This is an optimization exercise on Yosys and OpenROAD, whose aim is small area, not a production implementation. In this exercise RTL edits were held to simulation tests only and were not proved equivalent to the original. Power and IR drop assume default switching activity.

==> flow/design.v (excerpt) <==
module alu_top(
    input clk, clear,
    input [31:0]alu_in0, alu_in1,
    input [3:0]control_signal,
    output reg [31:0]alu_out,
    output zero_flag
    );
    wire [31:0] a = alu_in0;
    wire [31:0] b = alu_in1;
    wire sub, k_p, k_c, k_cn, k_g, k_gn, k_r, k_l, k_u, k_s, left, leftn, fill;
    alu_dec u_dec(.op(control_signal), .a31(a[31]), .sub(sub), .k_p(k_p),
        .k_c(k_c), .k_cn(k_cn), .k_g(k_g), .k_gn(k_gn), .k_r(k_r), .k_l(k_l),
        .k_u(k_u), .k_s(k_s), .left(left), .fill(fill));
    assign leftn = control_signal[1];
    wire [31:0] x, pn, gn;
    wire [32:0] c;
    alu_pg u_pg0(.a(a[0]), .b(b[0]), .sub(sub), .x(x[0]), .pn(pn[0]), .gn(gn[0]));
    alu_pg u_pg1(.a(a[1]), .b(b[1]), .sub(sub), .x(x[1]), .pn(pn[1]), .gn(gn[1]));
    alu_pg u_pg2(.a(a[2]), .b(b[2]), .sub(sub), .x(x[2]), .pn(pn[2]), .gn(gn[2]));
    alu_pg u_pg3(.a(a[3]), .b(b[3]), .sub(sub), .x(x[3]), .pn(pn[3]), .gn(gn[3]));
    alu_pg u_pg4(.a(a[4]), .b(b[4]), .sub(sub), .x(x[4]), .pn(pn[4]), .gn(gn[4]));
    alu_pg u_pg5(.a(a[5]), .b(b[5]), .sub(sub), .x(x[5]), .pn(pn[5]), .gn(gn[5]));
    alu_pg u_pg6(.a(a[6]), .b(b[6]), .sub(sub), .x(x[6]), .pn(pn[6]), .gn(gn[6]));
    alu_pg u_pg7(.a(a[7]), .b(b[7]), .sub(sub), .x(x[7]), .pn(pn[7]), .gn(gn[7]));
    alu_pg u_pg8(.a(a[8]), .b(b[8]), .sub(sub), .x(x[8]), .pn(pn[8]), .gn(gn[8]));
    alu_pg u_pg9(.a(a[9]), .b(b[9]), .sub(sub), .x(x[9]), .pn(pn[9]), .gn(gn[9]));
    alu_pg u_pg10(.a(a[10]), .b(b[10]), .sub(sub), .x(x[10]), .pn(pn[10]), .gn(gn[10]));
    alu_pg u_pg11(.a(a[11]), .b(b[11]), .sub(sub), .x(x[11]), .pn(pn[11]), .gn(gn[11]));
    alu_pg u_pg12(.a(a[12]), .b(b[12]), .sub(sub), .x(x[12]), .pn(pn[12]), .gn(gn[12]));
    alu_pg u_pg13(.a(a[13]), .b(b[13]), .sub(sub), .x(x[13]), .pn(pn[13]), .gn(gn[13]));
    alu_pg u_pg14(.a(a[14]), .b(b[14]), .sub(sub), .x(x[14]), .pn(pn[14]), .gn(gn[14]));
  ...
clock: 4.5 ns
lec_check: 0
abc_area: 1
cap_margin: 10
core_margin: 2
core_utilization: 40
gpl_timing_driven: 0
slew_margin: 10
synth_hierarchical: 1
standard.sh (not shown) runs the stock make flow with config.mk's settings and CLKGATE_MAP_FILE= SYNTH_SCRIPT=/design/flow/synth_recipe.tcl, a recipe that flattens the netlist after the stock synthesis.
==> flow/flow/run.sh <==
#!/bin/bash
# Layout flow: the standard flow, with these changes in how the layout is made:
#  - synthesis maps with an area-oriented ABC script (strash; dch -f; amap -m)
#    and leaves adders to ABC (no separate full/half adder cells),
#  - port buffers use sky130_fd_sc_hd__buf_1,
#  - CTS uses small clock buffers and no dummy loads.
# Each tool's output goes to a log file of its own in this folder.
set -uo pipefail
cp -r "$FLOW_HOME/scripts" scripts_mod
printf 'strash\ndch -f\namap -m\ntopo\n' > scripts_mod/abc_area.script
cp scripts_mod/abc_area.script scripts_mod/abc_speed.script
export BUFFER_PORTS_ARGS="-buffer_cell sky130_fd_sc_hd__buf_1"
export CTS_ARGS="-sink_clustering_enable -repair_clock_nets -dont_use_dummy_load -sink_clustering_size 32 -sink_clustering_max_diameter 300 -buf_list {sky130_fd_sc_hd__clkbuf_4}"
SCRIPTS_DIR="$PWD/scripts_mod" ADDER_MAP_FILE= bash standard.sh synth > synth.log 2>&1 || exit 1
bash standard.sh > layout.log 2>&1
The first run completed with no timing, DRC or antenna violations.
Edit:
--- a/flow/design.v
+++ b/flow/design.v
@@ -1,25 +1,32 @@
 module alu_top(
     input clk, clear,
     input [31:0]alu_in0, alu_in1,
     input [3:0]control_signal,
     output reg [31:0]alu_out,
     output zero_flag
     );
     wire [31:0] a = alu_in0;
     wire [31:0] b = alu_in1;
     wire sub, k_p, k_c, k_cn, k_g, k_gn, k_r, k_l, k_u, k_s, left, leftn, fill;
-    alu_dec u_dec(.op(control_signal), .a31(a[31]), .sub(sub), .k_p(k_p),
-        .k_c(k_c), .k_cn(k_cn), .k_g(k_g), .k_gn(k_gn), .k_r(k_r), .k_l(k_l),
+    wire subn, k_pn, k_rn, k_ln;
+    alu_dec u_dec(.op(control_signal), .a31(a[31]), .subn(subn), .k_pn(k_pn),
+        .k_cn(k_cn), .k_g(k_g), .k_rn(k_rn), .k_ln(k_ln),
         .k_u(k_u), .k_s(k_s), .left(left), .fill(fill));
+    alu_inv1 u_drv_sub(.a(subn), .y(sub));
+    alu_inv1 u_drv_p(.a(k_pn), .y(k_p));
+    alu_inv1 u_drv_c(.a(k_cn), .y(k_c));
+    alu_inv1 u_drv_g(.a(k_g), .y(k_gn));
+    alu_inv1 u_drv_r(.a(k_rn), .y(k_r));
+    alu_inv1 u_drv_l(.a(k_ln), .y(k_l));
     assign leftn = control_signal[1];
     wire [31:0] x, pn, gn;
     wire [32:0] c;
     alu_pg u_pg0(.a(a[0]), .b(b[0]), .sub(sub), .x(x[0]), .pn(pn[0]), .gn(gn[0]));
     alu_pg u_pg1(.a(a[1]), .b(b[1]), .sub(sub), .x(x[1]), .pn(pn[1]), .gn(gn[1]));
     alu_pg u_pg2(.a(a[2]), .b(b[2]), .sub(sub), .x(x[2]), .pn(pn[2]), .gn(gn[2]));
     alu_pg u_pg3(.a(a[3]), .b(b[3]), .sub(sub), .x(x[3]), .pn(pn[3]), .gn(gn[3]));
     alu_pg u_pg4(.a(a[4]), .b(b[4]), .sub(sub), .x(x[4]), .pn(pn[4]), .gn(gn[4]));
     alu_pg u_pg5(.a(a[5]), .b(b[5]), .sub(sub), .x(x[5]), .pn(pn[5]), .gn(gn[5]));
     alu_pg u_pg6(.a(a[6]), .b(b[6]), .sub(sub), .x(x[6]), .pn(pn[6]), .gn(gn[6]));
     alu_pg u_pg7(.a(a[7]), .b(b[7]), .sub(sub), .x(x[7]), .pn(pn[7]), .gn(gn[7]));
     alu_pg u_pg8(.a(a[8]), .b(b[8]), .sub(sub), .x(x[8]), .pn(pn[8]), .gn(gn[8]));
@@ -508,42 +515,40 @@
     alu_fin u_fin28(.x(x[28]), .c(c[28]), .gn(gn[28]), .sr(s5[28]), .sl(s5[3]), .k_p(k_p), .k_c(k_c), .k_gn(k_gn), .k_r(k_r), .k_l(k_l), .y(res[28]));
     alu_fin u_fin29(.x(x[29]), .c(c[29]), .gn(gn[29]), .sr(s5[29]), .sl(s5[2]), .k_p(k_p), .k_c(k_c), .k_gn(k_gn), .k_r(k_r), .k_l(k_l), .y(res[29]));
     alu_finn u_fin30(.x(x[30]), .cn(c[30]), .gn(gn[30]), .sr(s5[30]), .sl(s5[1]), .k_p(k_p), .k_cn(k_cn), .k_gn(k_gn), .k_r(k_r), .k_l(k_l), .y(res[30]));
     alu_fin u_fin31(.x(x[31]), .c(c[31]), .gn(gn[31]), .sr(s5[31]), .sl(s5[0]), .k_p(k_p), .k_c(k_c), .k_gn(k_gn), .k_r(k_r), .k_l(k_l), .y(res[31]));
     alu_zero u_zero(.x(alu_out), .z(zero_flag));
     always @(posedge clk or posedge clear) begin
         if (clear)
             alu_out <= 32'b0;
         else
             alu_out <= res;
     end
 endmodule
-module alu_dec(input [3:0] op, input a31, output sub, k_p, k_c, k_cn, k_g, k_gn,
-               output k_r, k_l, k_u, k_s, left, fill);
+module alu_dec(input [3:0] op, input a31, output subn, k_pn, k_cn, k_g,
+               output k_rn, k_ln, k_u, k_s, left, fill);
     wire lo = ~op[3];
-    alu_subdec u_sub(.op(op), .sub(sub));                             
-    assign k_c = lo & ~op[2] & ~op[1];                                
-    assign k_cn = ~k_c;
-    assign k_gn = ~k_g;
+    alu_subdec u_sub(.op(op), .subn(subn));                           
+    assign k_cn = ~(lo & ~op[2] & ~op[1]);                            
     assign k_g = lo & ~op[2] & op[1];                                 
-    assign k_p = lo & ((~op[2] & ~op[1]) | (~op[2] & op[0]) | (op[2] & ~op[1] & ~op[0]));  
-    assign k_r = lo & op[2] & op[1];                                  
-    assign k_l = lo & op[2] & ~op[1] & op[0];                         
+    assign k_pn = ~(lo & ((~op[2] & ~op[1]) | (~op[2] & op[0]) | (op[2] & ~op[1] & ~op[0])));  
+    assign k_rn = ~(lo & op[2] & op[1]);                              
+    assign k_ln = ~(lo & op[2] & ~op[1] & op[0]);                     
     assign k_u = op[3] & ~op[2] & ~op[1] & ~op[0];                    
     assign k_s = op[3] & ~op[2] & ~op[1] & op[0];                     
     assign left = ~op[1];                                             
     assign fill = op[1] & op[0] & a31;                                
 endmodule
-module alu_subdec(input [3:0] op, output sub);
-    assign sub = op[3] | (op[0] & ~op[1]);
+module alu_subdec(input [3:0] op, output subn);
+    assign subn = ~(op[3] | (op[0] & ~op[1]));
 endmodule
 module alu_pg(input a, b, sub, output x, pn, gn);
     alu_xor2 u_x(.a(a), .b(b), .y(x));
     alu_xnor2 u_p(.a(x), .b(sub), .y(pn));
     alu_nand2 u_g(.a(b), .b(pn), .y(gn));
 endmodule
 module alu_xnor2(input a, b, output y);
     assign y = ~(a ^ b);
 endmodule
 module alu_o22ai(input a1, a2, b1, b2, output y);
     assign y = ~((a1 | a2) & (b1 | b2));
 endmodule
Global-route usage climbs by 1.8 points; wire length climbs by a few percent; sequential power barely changes; final area drops by a few percent; synthesized area climbs slightly; fmax drops slightly; worst setup slack is worse by 0.015 ns; cell count drops slightly; combinational power drops slightly; clock power climbs by a quarter to a third; clock-buffer cell count stays the same; hold slack is worse by 0.045 ns.

re-timing with driven ports:
Ports are ideal in the flow. The routed layouts listed here were re-timed in OpenROAD.
Step 1 (the two cells are an assumption about what drives the block):
set clk [get_ports {clk}]
set_driving_cell -lib_cell sky130_fd_sc_hd__clkbuf_16 $clk
set_driving_cell -lib_cell sky130_fd_sc_hd__buf_2 [delete_from_list [all_inputs] $clk]
Step 2, shift: input delay + t, output delay - t, t = (earliest + latest rising clock arrival at the registers) / 2. This alone moves slack from input paths to output paths.
Slacks: ideal / step 1 / step 2; pairs: ideal / step 1.
run | t (ns) | slack for setup (ns) | slew at the worst register clock pin (ns) | cell pins on the clock port's net
the first run | 0.326 | 0.225 / 0.228 / -0.098 | 0.09 / 0.09 | 1
the second run | 0.380 | 0.210 / 0.202 / -0.178 | 0.12 / 0.12 | 1
Met with ideal ports but missed after step 2: setup timing in the first run and the second run. For the second run, which loses most, drivers alone change the setup slack by -0.008 ns; drivers and shift together by -0.388 ns.
